This design comes from an exercise in tuning for small area and a short achievable clock period on the open sky130 flow, not from production work.
Function was checked by simulation only, so behaviour that the tests miss may differ from the original.
The flow treats the clock pin as an ideal source, which a real chip does not have.
Power and IR drop assume default switching activity.

==> run a: inputs <==
Design basic_pe_array_ws, start of the top module:
module basic_pe_array_ws (clk, reset, a_vec, b_vec, c_vec);
==> flow/config.mk <==
export PLATFORM = sky130hd
export DESIGN_NAME = basic_pe_array_ws
export DESIGN_NICKNAME = basic_pe_array_ws
export VERILOG_FILES = /design/flow/design.v
export SDC_FILE = /design/flow/constraint.sdc
export NUM_CORES = 4
export LEC_CHECK = 0
export CAP_MARGIN = 20
export CORE_MARGIN = 2
export CORE_UTILIZATION = 60
export SLEW_MARGIN = 20
export SYNTH_HIERARCHICAL = 1
export SYNTH_MINIMUM_KEEP_SIZE = 0
==> flow/constraint.sdc <==
create_clock -name core_clock -period 9.0 [get_ports {clk}]
set_input_delay 1.8000 -clock core_clock [delete_from_list [all_inputs] [get_ports {clk}]]
set_output_delay 1.8000 -clock core_clock [all_outputs]
set_load 0.01 [all_outputs]
standard.sh (not shown) runs the stock make flow with config.mk's settings and CLKGATE_MAP_FILE= SYNTH_SCRIPT=/design/flow/synth_recipe.tcl, a recipe that flattens the netlist after the stock synthesis.
==> flow/flow/run.sh <==
#!/bin/bash
set -euo pipefail
export REMOVE_ABC_BUFFERS=1
export BUFFER_PORTS_ARGS="-buffer_cell sky130_fd_sc_hd__buf_1"
SETUP_SLACK_MARGIN=4.5 bash standard.sh cts > flow_cts.log 2>&1
SETUP_SLACK_MARGIN=4.5 bash standard.sh > flow_rest.log 2>&1
==> run b (differences from run a) <==
==> flow/flow/run.sh (replaced) <==
#!/bin/bash
set -euo pipefail
export REMOVE_ABC_BUFFERS=1
export BUFFER_PORTS_ARGS="-buffer_cell sky130_fd_sc_hd__buf_1"
SETUP_SLACK_MARGIN=4.5 bash standard.sh cts > flow_cts.log 2>&1
SETUP_SLACK_MARGIN=-2 bash standard.sh > flow_rest.log 2>&1
Settings changed: CORE_UTILIZATION 60 to 70.
==> run c (differences from run a) <==
--- a/flow/design.v
+++ b/flow/design.v
@@ -207,25 +207,13 @@
   fa_ws f135 (.a(w92), .b(w131), .ci(w94), .s(w133), .co(w134));
   wire w136, w137;
   fa_ws f138 (.a(w95), .b(w97), .ci(w134), .s(w136), .co(w137));
   wire [11:0] n0 = {1'b1, 1'b1, pp7_7, w124, w121, w116, w113, w110, w107, w104, w101, w98};
   wire [11:0] n1 = {1'b1, 1'b1, w125, w122, w119, w118, w115, w112, w109, w106, w103, w100};
   wire [11:0] sumn_g = n0 & n1;
-  wire [11:0] sumn_p;
-  xor_ws sumn_px0 (.a(n0[0]), .b(n1[0]), .y(sumn_p[0]));
-  xor_ws sumn_px1 (.a(n0[1]), .b(n1[1]), .y(sumn_p[1]));
-  xor_ws sumn_px2 (.a(n0[2]), .b(n1[2]), .y(sumn_p[2]));
-  xor_ws sumn_px3 (.a(n0[3]), .b(n1[3]), .y(sumn_p[3]));
-  xor_ws sumn_px4 (.a(n0[4]), .b(n1[4]), .y(sumn_p[4]));
-  xor_ws sumn_px5 (.a(n0[5]), .b(n1[5]), .y(sumn_p[5]));
-  xor_ws sumn_px6 (.a(n0[6]), .b(n1[6]), .y(sumn_p[6]));
-  xor_ws sumn_px7 (.a(n0[7]), .b(n1[7]), .y(sumn_p[7]));
-  xor_ws sumn_px8 (.a(n0[8]), .b(n1[8]), .y(sumn_p[8]));
-  xor_ws sumn_px9 (.a(n0[9]), .b(n1[9]), .y(sumn_p[9]));
-  xor_ws sumn_px10 (.a(n0[10]), .b(n1[10]), .y(sumn_p[10]));
-  xor_ws sumn_px11 (.a(n0[11]), .b(n1[11]), .y(sumn_p[11]));
+  wire [11:0] sumn_p = n0 ^ n1;
   wire sumn_G1 = sumn_g[0] | (sumn_p[0] & w137);
   wire sumn_P1 = sumn_p[0] & 1'b0;
   wire sumn_G2 = sumn_g[2] | (sumn_p[2] & sumn_g[1]);
   wire sumn_P2 = sumn_p[2] & sumn_p[1];
   wire sumn_G3 = sumn_g[4] | (sumn_p[4] & sumn_g[3]);
   wire sumn_P3 = sumn_p[4] & sumn_p[3];
@@ -256,25 +244,13 @@
   wire sumn_G16 = sumn_g[5] | (sumn_p[5] & sumn_G12);
   wire sumn_P16 = sumn_p[5] & sumn_P12;
   wire sumn_G17 = sumn_g[7] | (sumn_p[7] & sumn_G10);
   wire sumn_P17 = sumn_p[7] & sumn_P10;
   wire sumn_G18 = sumn_g[9] | (sumn_p[9] & sumn_G13);
   wire sumn_P18 = sumn_p[9] & sumn_P13;
-  wire [11:0] sumn;
-  xor_ws sumn_sx0 (.a(sumn_p[0]), .b(w137), .y(sumn[0]));
-  xor_ws sumn_sx1 (.a(sumn_p[1]), .b(sumn_G1), .y(sumn[1]));
-  xor_ws sumn_sx2 (.a(sumn_p[2]), .b(sumn_G14), .y(sumn[2]));
-  xor_ws sumn_sx3 (.a(sumn_p[3]), .b(sumn_G7), .y(sumn[3]));
-  xor_ws sumn_sx4 (.a(sumn_p[4]), .b(sumn_G15), .y(sumn[4]));
-  xor_ws sumn_sx5 (.a(sumn_p[5]), .b(sumn_G12), .y(sumn[5]));
-  xor_ws sumn_sx6 (.a(sumn_p[6]), .b(sumn_G16), .y(sumn[6]));
-  xor_ws sumn_sx7 (.a(sumn_p[7]), .b(sumn_G10), .y(sumn[7]));
-  xor_ws sumn_sx8 (.a(sumn_p[8]), .b(sumn_G17), .y(sumn[8]));
-  xor_ws sumn_sx9 (.a(sumn_p[9]), .b(sumn_G13), .y(sumn[9]));
-  xor_ws sumn_sx10 (.a(sumn_p[10]), .b(sumn_G18), .y(sumn[10]));
-  xor_ws sumn_sx11 (.a(sumn_p[11]), .b(sumn_G11), .y(sumn[11]));
+  wire [11:0] sumn = {sumn_p[11] ^ sumn_G11, sumn_p[10] ^ sumn_G18, sumn_p[9] ^ sumn_G13, sumn_p[8] ^ sumn_G17, sumn_p[7] ^ sumn_G10, sumn_p[6] ^ sumn_G16, sumn_p[5] ^ sumn_G12, sumn_p[4] ^ sumn_G15, sumn_p[3] ^ sumn_G7, sumn_p[2] ^ sumn_G14, sumn_p[1] ^ sumn_G1, sumn_p[0] ^ w137};
   wire [16:0] sum = {~sumn, ~w136, ~w133, ~w130, ~w127, ~pp0_0};
   reg [16:0] cr;
   always @(posedge clk) begin
     if (reset) cr <= 0;
     else cr <= sum;
   end
@@ -479,26 +455,13 @@
   fa_ws f177 (.a(w128), .b(w173), .ci(w130), .s(w175), .co(w176));
   wire w178, w179;
   fa_ws f180 (.a(w131), .b(w133), .ci(w176), .s(w178), .co(w179));
   wire [12:0] n0 = {sn[16], sn[15], w166, w163, w158, w155, w152, w149, w146, w143, w140, w137, w134};
   wire [12:0] n1 = {1'b1, w167, w164, w161, w160, w157, w154, w151, w148, w145, w142, w139, w136};
   wire [12:0] sumn_g = n0 & n1;
-  wire [12:0] sumn_p;
-  xor_ws sumn_px0 (.a(n0[0]), .b(n1[0]), .y(sumn_p[0]));
-  xor_ws sumn_px1 (.a(n0[1]), .b(n1[1]), .y(sumn_p[1]));
-  xor_ws sumn_px2 (.a(n0[2]), .b(n1[2]), .y(sumn_p[2]));
-  xor_ws sumn_px3 (.a(n0[3]), .b(n1[3]), .y(sumn_p[3]));
-  xor_ws sumn_px4 (.a(n0[4]), .b(n1[4]), .y(sumn_p[4]));
-  xor_ws sumn_px5 (.a(n0[5]), .b(n1[5]), .y(sumn_p[5]));
-  xor_ws sumn_px6 (.a(n0[6]), .b(n1[6]), .y(sumn_p[6]));
-  xor_ws sumn_px7 (.a(n0[7]), .b(n1[7]), .y(sumn_p[7]));
-  xor_ws sumn_px8 (.a(n0[8]), .b(n1[8]), .y(sumn_p[8]));
-  xor_ws sumn_px9 (.a(n0[9]), .b(n1[9]), .y(sumn_p[9]));
-  xor_ws sumn_px10 (.a(n0[10]), .b(n1[10]), .y(sumn_p[10]));
-  xor_ws sumn_px11 (.a(n0[11]), .b(n1[11]), .y(sumn_p[11]));
-  xor_ws sumn_px12 (.a(n0[12]), .b(n1[12]), .y(sumn_p[12]));
+  wire [12:0] sumn_p = n0 ^ n1;
   wire sumn_G1 = sumn_g[0] | (sumn_p[0] & w179);
   wire sumn_P1 = sumn_p[0] & 1'b0;
   wire sumn_G2 = sumn_g[2] | (sumn_p[2] & sumn_g[1]);
   wire sumn_P2 = sumn_p[2] & sumn_p[1];
   wire sumn_G3 = sumn_g[4] | (sumn_p[4] & sumn_g[3]);
   wire sumn_P3 = sumn_p[4] & sumn_p[3];
@@ -531,26 +494,13 @@
   wire sumn_G17 = sumn_g[7] | (sumn_p[7] & sumn_G10);
   wire sumn_P17 = sumn_p[7] & sumn_P10;
   wire sumn_G18 = sumn_g[9] | (sumn_p[9] & sumn_G13);
   wire sumn_P18 = sumn_p[9] & sumn_P13;
   wire sumn_G19 = sumn_g[11] | (sumn_p[11] & sumn_G11);
   wire sumn_P19 = sumn_p[11] & sumn_P11;
-  wire [12:0] sumn;
-  xor_ws sumn_sx0 (.a(sumn_p[0]), .b(w179), .y(sumn[0]));
-  xor_ws sumn_sx1 (.a(sumn_p[1]), .b(sumn_G1), .y(sumn[1]));
-  xor_ws sumn_sx2 (.a(sumn_p[2]), .b(sumn_G14), .y(sumn[2]));
-  xor_ws sumn_sx3 (.a(sumn_p[3]), .b(sumn_G7), .y(sumn[3]));
-  xor_ws sumn_sx4 (.a(sumn_p[4]), .b(sumn_G15), .y(sumn[4]));
-  xor_ws sumn_sx5 (.a(sumn_p[5]), .b(sumn_G12), .y(sumn[5]));
-  xor_ws sumn_sx6 (.a(sumn_p[6]), .b(sumn_G16), .y(sumn[6]));
-  xor_ws sumn_sx7 (.a(sumn_p[7]), .b(sumn_G10), .y(sumn[7]));
-  xor_ws sumn_sx8 (.a(sumn_p[8]), .b(sumn_G17), .y(sumn[8]));
-  xor_ws sumn_sx9 (.a(sumn_p[9]), .b(sumn_G13), .y(sumn[9]));
-  xor_ws sumn_sx10 (.a(sumn_p[10]), .b(sumn_G18), .y(sumn[10]));
-  xor_ws sumn_sx11 (.a(sumn_p[11]), .b(sumn_G11), .y(sumn[11]));
-  xor_ws sumn_sx12 (.a(sumn_p[12]), .b(sumn_G19), .y(sumn[12]));
+  wire [12:0] sumn = {sumn_p[12] ^ sumn_G19, sumn_p[11] ^ sumn_G11, sumn_p[10] ^ sumn_G18, sumn_p[9] ^ sumn_G13, sumn_p[8] ^ sumn_G17, sumn_p[7] ^ sumn_G10, sumn_p[6] ^ sumn_G16, sumn_p[5] ^ sumn_G12, sumn_p[4] ^ sumn_G15, sumn_p[3] ^ sumn_G7, sumn_p[2] ^ sumn_G14, sumn_p[1] ^ sumn_G1, sumn_p[0] ^ w179};
   wire [16:0] sum = {~sumn, ~w178, ~w175, ~w172, ~w169};
   reg [16:0] cr;
   always @(posedge clk) begin
     if (reset) cr <= 0;
     else cr <= sum;
   end
@@ -726,25 +676,13 @@
   fa_ws f135 (.a(w92), .b(w131), .ci(w94), .s(w133), .co(w134));
   wire w136, w137;
   fa_ws f138 (.a(w95), .b(w97), .ci(w134), .s(w136), .co(w137));
   wire [11:0] n0 = {1'b1, 1'b1, pp7_7, w124, w121, w116, w113, w110, w107, w104, w101, w98};
   wire [11:0] n1 = {1'b1, 1'b1, w125, w122, w119, w118, w115, w112, w109, w106, w103, w100};
   wire [11:0] sumn_g = n0 & n1;
-  wire [11:0] sumn_p;
-  xor_ws sumn_px0 (.a(n0[0]), .b(n1[0]), .y(sumn_p[0]));
-  xor_ws sumn_px1 (.a(n0[1]), .b(n1[1]), .y(sumn_p[1]));
-  xor_ws sumn_px2 (.a(n0[2]), .b(n1[2]), .y(sumn_p[2]));
-  xor_ws sumn_px3 (.a(n0[3]), .b(n1[3]), .y(sumn_p[3]));
-  xor_ws sumn_px4 (.a(n0[4]), .b(n1[4]), .y(sumn_p[4]));
-  xor_ws sumn_px5 (.a(n0[5]), .b(n1[5]), .y(sumn_p[5]));
-  xor_ws sumn_px6 (.a(n0[6]), .b(n1[6]), .y(sumn_p[6]));
-  xor_ws sumn_px7 (.a(n0[7]), .b(n1[7]), .y(sumn_p[7]));
-  xor_ws sumn_px8 (.a(n0[8]), .b(n1[8]), .y(sumn_p[8]));
-  xor_ws sumn_px9 (.a(n0[9]), .b(n1[9]), .y(sumn_p[9]));
-  xor_ws sumn_px10 (.a(n0[10]), .b(n1[10]), .y(sumn_p[10]));
-  xor_ws sumn_px11 (.a(n0[11]), .b(n1[11]), .y(sumn_p[11]));
+  wire [11:0] sumn_p = n0 ^ n1;
   wire sumn_G1 = sumn_g[0] | (sumn_p[0] & w137);
   wire sumn_P1 = sumn_p[0] & 1'b0;
   wire sumn_G2 = sumn_g[2] | (sumn_p[2] & sumn_g[1]);
   wire sumn_P2 = sumn_p[2] & sumn_p[1];
   wire sumn_G3 = sumn_g[4] | (sumn_p[4] & sumn_g[3]);
   wire sumn_P3 = sumn_p[4] & sumn_p[3];
@@ -775,25 +713,13 @@
   wire sumn_G16 = sumn_g[5] | (sumn_p[5] & sumn_G12);
   wire sumn_P16 = sumn_p[5] & sumn_P12;
   wire sumn_G17 = sumn_g[7] | (sumn_p[7] & sumn_G10);
   wire sumn_P17 = sumn_p[7] & sumn_P10;
   wire sumn_G18 = sumn_g[9] | (sumn_p[9] & sumn_G13);
   wire sumn_P18 = sumn_p[9] & sumn_P13;
-  wire [11:0] sumn;
-  xor_ws sumn_sx0 (.a(sumn_p[0]), .b(w137), .y(sumn[0]));
-  xor_ws sumn_sx1 (.a(sumn_p[1]), .b(sumn_G1), .y(sumn[1]));
-  xor_ws sumn_sx2 (.a(sumn_p[2]), .b(sumn_G14), .y(sumn[2]));
-  xor_ws sumn_sx3 (.a(sumn_p[3]), .b(sumn_G7), .y(sumn[3]));
-  xor_ws sumn_sx4 (.a(sumn_p[4]), .b(sumn_G15), .y(sumn[4]));
-  xor_ws sumn_sx5 (.a(sumn_p[5]), .b(sumn_G12), .y(sumn[5]));
-  xor_ws sumn_sx6 (.a(sumn_p[6]), .b(sumn_G16), .y(sumn[6]));
-  xor_ws sumn_sx7 (.a(sumn_p[7]), .b(sumn_G10), .y(sumn[7]));
-  xor_ws sumn_sx8 (.a(sumn_p[8]), .b(sumn_G17), .y(sumn[8]));
-  xor_ws sumn_sx9 (.a(sumn_p[9]), .b(sumn_G13), .y(sumn[9]));
-  xor_ws sumn_sx10 (.a(sumn_p[10]), .b(sumn_G18), .y(sumn[10]));
-  xor_ws sumn_sx11 (.a(sumn_p[11]), .b(sumn_G11), .y(sumn[11]));
+  wire [11:0] sumn = {sumn_p[11] ^ sumn_G11, sumn_p[10] ^ sumn_G18, sumn_p[9] ^ sumn_G13, sumn_p[8] ^ sumn_G17, sumn_p[7] ^ sumn_G10, sumn_p[6] ^ sumn_G16, sumn_p[5] ^ sumn_G12, sumn_p[4] ^ sumn_G15, sumn_p[3] ^ sumn_G7, sumn_p[2] ^ sumn_G14, sumn_p[1] ^ sumn_G1, sumn_p[0] ^ w137};
   wire [16:0] sum = {~sumn, ~w136, ~w133, ~w130, ~w127, ~pp0_0};
   reg [16:0] cr;
   always @(posedge clk) begin
     if (reset) cr <= 0;
     else cr <= sum;
   end
@@ -998,26 +924,13 @@
   fa_ws f177 (.a(w128), .b(w173), .ci(w130), .s(w175), .co(w176));
   wire w178, w179;
   fa_ws f180 (.a(w131), .b(w133), .ci(w176), .s(w178), .co(w179));
   wire [12:0] n0 = {sn[16], sn[15], w166, w163, w158, w155, w152, w149, w146, w143, w140, w137, w134};
   wire [12:0] n1 = {1'b1, w167, w164, w161, w160, w157, w154, w151, w148, w145, w142, w139, w136};
   wire [12:0] sumn_g = n0 & n1;
-  wire [12:0] sumn_p;
-  xor_ws sumn_px0 (.a(n0[0]), .b(n1[0]), .y(sumn_p[0]));
-  xor_ws sumn_px1 (.a(n0[1]), .b(n1[1]), .y(sumn_p[1]));
-  xor_ws sumn_px2 (.a(n0[2]), .b(n1[2]), .y(sumn_p[2]));
-  xor_ws sumn_px3 (.a(n0[3]), .b(n1[3]), .y(sumn_p[3]));
-  xor_ws sumn_px4 (.a(n0[4]), .b(n1[4]), .y(sumn_p[4]));
-  xor_ws sumn_px5 (.a(n0[5]), .b(n1[5]), .y(sumn_p[5]));
-  xor_ws sumn_px6 (.a(n0[6]), .b(n1[6]), .y(sumn_p[6]));
-  xor_ws sumn_px7 (.a(n0[7]), .b(n1[7]), .y(sumn_p[7]));
-  xor_ws sumn_px8 (.a(n0[8]), .b(n1[8]), .y(sumn_p[8]));
-  xor_ws sumn_px9 (.a(n0[9]), .b(n1[9]), .y(sumn_p[9]));
-  xor_ws sumn_px10 (.a(n0[10]), .b(n1[10]), .y(sumn_p[10]));
-  xor_ws sumn_px11 (.a(n0[11]), .b(n1[11]), .y(sumn_p[11]));
-  xor_ws sumn_px12 (.a(n0[12]), .b(n1[12]), .y(sumn_p[12]));
+  wire [12:0] sumn_p = n0 ^ n1;
   wire sumn_G1 = sumn_g[0] | (sumn_p[0] & w179);
   wire sumn_P1 = sumn_p[0] & 1'b0;
   wire sumn_G2 = sumn_g[2] | (sumn_p[2] & sumn_g[1]);
   wire sumn_P2 = sumn_p[2] & sumn_p[1];
   wire sumn_G3 = sumn_g[4] | (sumn_p[4] & sumn_g[3]);
   wire sumn_P3 = sumn_p[4] & sumn_p[3];
@@ -1050,26 +963,13 @@
   wire sumn_G17 = sumn_g[7] | (sumn_p[7] & sumn_G10);
   wire sumn_P17 = sumn_p[7] & sumn_P10;
   wire sumn_G18 = sumn_g[9] | (sumn_p[9] & sumn_G13);
   wire sumn_P18 = sumn_p[9] & sumn_P13;
   wire sumn_G19 = sumn_g[11] | (sumn_p[11] & sumn_G11);
   wire sumn_P19 = sumn_p[11] & sumn_P11;
-  wire [12:0] sumn;
-  xor_ws sumn_sx0 (.a(sumn_p[0]), .b(w179), .y(sumn[0]));
-  xor_ws sumn_sx1 (.a(sumn_p[1]), .b(sumn_G1), .y(sumn[1]));
-  xor_ws sumn_sx2 (.a(sumn_p[2]), .b(sumn_G14), .y(sumn[2]));
-  xor_ws sumn_sx3 (.a(sumn_p[3]), .b(sumn_G7), .y(sumn[3]));
-  xor_ws sumn_sx4 (.a(sumn_p[4]), .b(sumn_G15), .y(sumn[4]));
-  xor_ws sumn_sx5 (.a(sumn_p[5]), .b(sumn_G12), .y(sumn[5]));
-  xor_ws sumn_sx6 (.a(sumn_p[6]), .b(sumn_G16), .y(sumn[6]));
-  xor_ws sumn_sx7 (.a(sumn_p[7]), .b(sumn_G10), .y(sumn[7]));
-  xor_ws sumn_sx8 (.a(sumn_p[8]), .b(sumn_G17), .y(sumn[8]));
-  xor_ws sumn_sx9 (.a(sumn_p[9]), .b(sumn_G13), .y(sumn[9]));
-  xor_ws sumn_sx10 (.a(sumn_p[10]), .b(sumn_G18), .y(sumn[10]));
-  xor_ws sumn_sx11 (.a(sumn_p[11]), .b(sumn_G11), .y(sumn[11]));
-  xor_ws sumn_sx12 (.a(sumn_p[12]), .b(sumn_G19), .y(sumn[12]));
+  wire [12:0] sumn = {sumn_p[12] ^ sumn_G19, sumn_p[11] ^ sumn_G11, sumn_p[10] ^ sumn_G18, sumn_p[9] ^ sumn_G13, sumn_p[8] ^ sumn_G17, sumn_p[7] ^ sumn_G10, sumn_p[6] ^ sumn_G16, sumn_p[5] ^ sumn_G12, sumn_p[4] ^ sumn_G15, sumn_p[3] ^ sumn_G7, sumn_p[2] ^ sumn_G14, sumn_p[1] ^ sumn_G1, sumn_p[0] ^ w179};
   wire [16:0] sum = {~sumn, ~w178, ~w175, ~w172, ~w169};
   reg [16:0] cr;
   always @(posedge clk) begin
     if (reset) cr <= 0;
     else cr <= sum;
   end
@@ -1090,16 +990,11 @@
 endmodule
 module xnor_ws (a, b, y);
 input wire a, b;
 output wire y;
 assign y = ~(a ^ b);
 endmodule
-module xor_ws (a, b, y);
-input wire a, b;
-output wire y;
-assign y = a ^ b;
-endmodule
 module or_ws (a, b, y);
 input wire a, b;
 output wire y;
 assign y = a | b;
 endmodule
==> flow/flow/run.sh (replaced) <==
#!/bin/bash
set -euo pipefail
export REMOVE_ABC_BUFFERS=1
export BUFFER_PORTS_ARGS="-buffer_cell sky130_fd_sc_hd__buf_1"
bash standard.sh > flow.log 2>&1
Settings changed: SETUP_SLACK_MARGIN set to 4.5.
==> qor summary <==
metric                                                                                               run a                                    run c                                    run b
Total routed wirelength                                                                         526,000 µm                               529,000 µm                               523,000 µm
Count of buffers not belonging to the clock network in the layout                                    2,044                                    2,185                                    1,822
Effective utilization at floorplan                                                                   0.602                                    0.602                                    0.705
Outcome                                                                            complete, no violations                  complete, no violations                  complete, no violations
Fraction of met2 tracks used by global routing                                                       0.521                                    0.542                                    0.608
Count of cells resized by post-cts repair                                                              973                                    3,150                                    1,200
Net Sw Frac                                                                                          0.441                                    0.407                                    0.449
X dimension of the die                                                                              527 µm                                   528 µm                                   489 µm
Power of the clock network                                                                         8.10 mW                                  8.44 mW                                  7.76 mW
Antenna cells                                                                                          114                                       59                                      138
Met3 usage in global routing                                                                         0.139                                    0.141                                    0.193
Critical Path AT                                                                                   5.38 ns                                  5.61 ns                                  5.40 ns
Final total power                                                                                  43.8 mW                                  40.7 mW                                  40.7 mW
Critical path buffer and inverter count                                                                  1                                        1                                        2
Number of DRC violations after detailed-routing iteration 0                                          9,045                                    8,023                                   10,800
R2R cell count                                                                                          10                                       12                                       13
Number of clock buffers inserted by TritonCTS                                                          192                                      192                                      180
Multi-input gate share of the layout cell area                                                       0.694                                    0.675                                    0.701
Worst ir drop on vdd                                                                                220 µV                                   249 µV                                   267 µV
Worst Path Max Fanout                                                                                    5                                        8                                        8
Tap cell count                                                                                       3,589                                    3,589                                    3,132
Worst r2r dst                                                      gr[7].gc[1].genblk2.genblk1.pe.u.cr[14]  gr[5].gc[3].genblk2.genblk1.pe.u.cr[13]  gr[0].gc[4].genblk2.genblk1.pe.u.cr[12]
Worst slew margin relative to its limit                                                              0.239                                    0.345                                    0.185
Capture point of the worst path                                    gr[7].gc[1].genblk2.genblk1.pe.u.cr[14]  gr[2].gc[1].genblk2.genblk1.pe.u.cr[15]          gr[3].gc[0].genblk2.pe.u.cr[13]
Placed instance count                                                                               21,400                                   21,000                                   20,900
Total stage count of the critical path                                                                  11                                       13                                       14
Worst Setup Slack post-DPL                                                                         3.00 ns                                  2.96 ns                                  3.04 ns

-- afterwards: timing with drivers on the ports --
How much do the figures lean on ideal ports? The routed layouts below were timed once more, with nothing changed but the port constraints.
Step 1, drivers: a clkbuf_16 drives clk and a buf_2 each remaining input, both assumed.
Step 2 adds t to the input delays and takes it off the output delays; t is the mean of the earliest and latest rising clock arrival at the registers after step 1. Input paths then give back, and output paths get back, about the clock's delay inside the block.
Three values: ideal, step 1, step 2; two values: the first two.
| run | shift t [ns] | setup WS [ns] | worst hold slack (ns) |
|---|---|---|---|
| run a | 0.989 | 4.360 / 4.358 / 3.369 | 0.567 / 0.567 / 0.567 |
| run b | 0.967 | 4.315 / 4.241 / 3.274 | 0.580 / 0.580 / 0.580 |
| run c | 0.996 | 4.204 / 4.130 / 3.135 | 0.546 / 0.546 / 0.546 |
After both steps every run listed still meets setup and hold. For run c, which loses most, drivers alone change the setup slack by -0.074 ns; drivers and shift together by -1.069 ns.
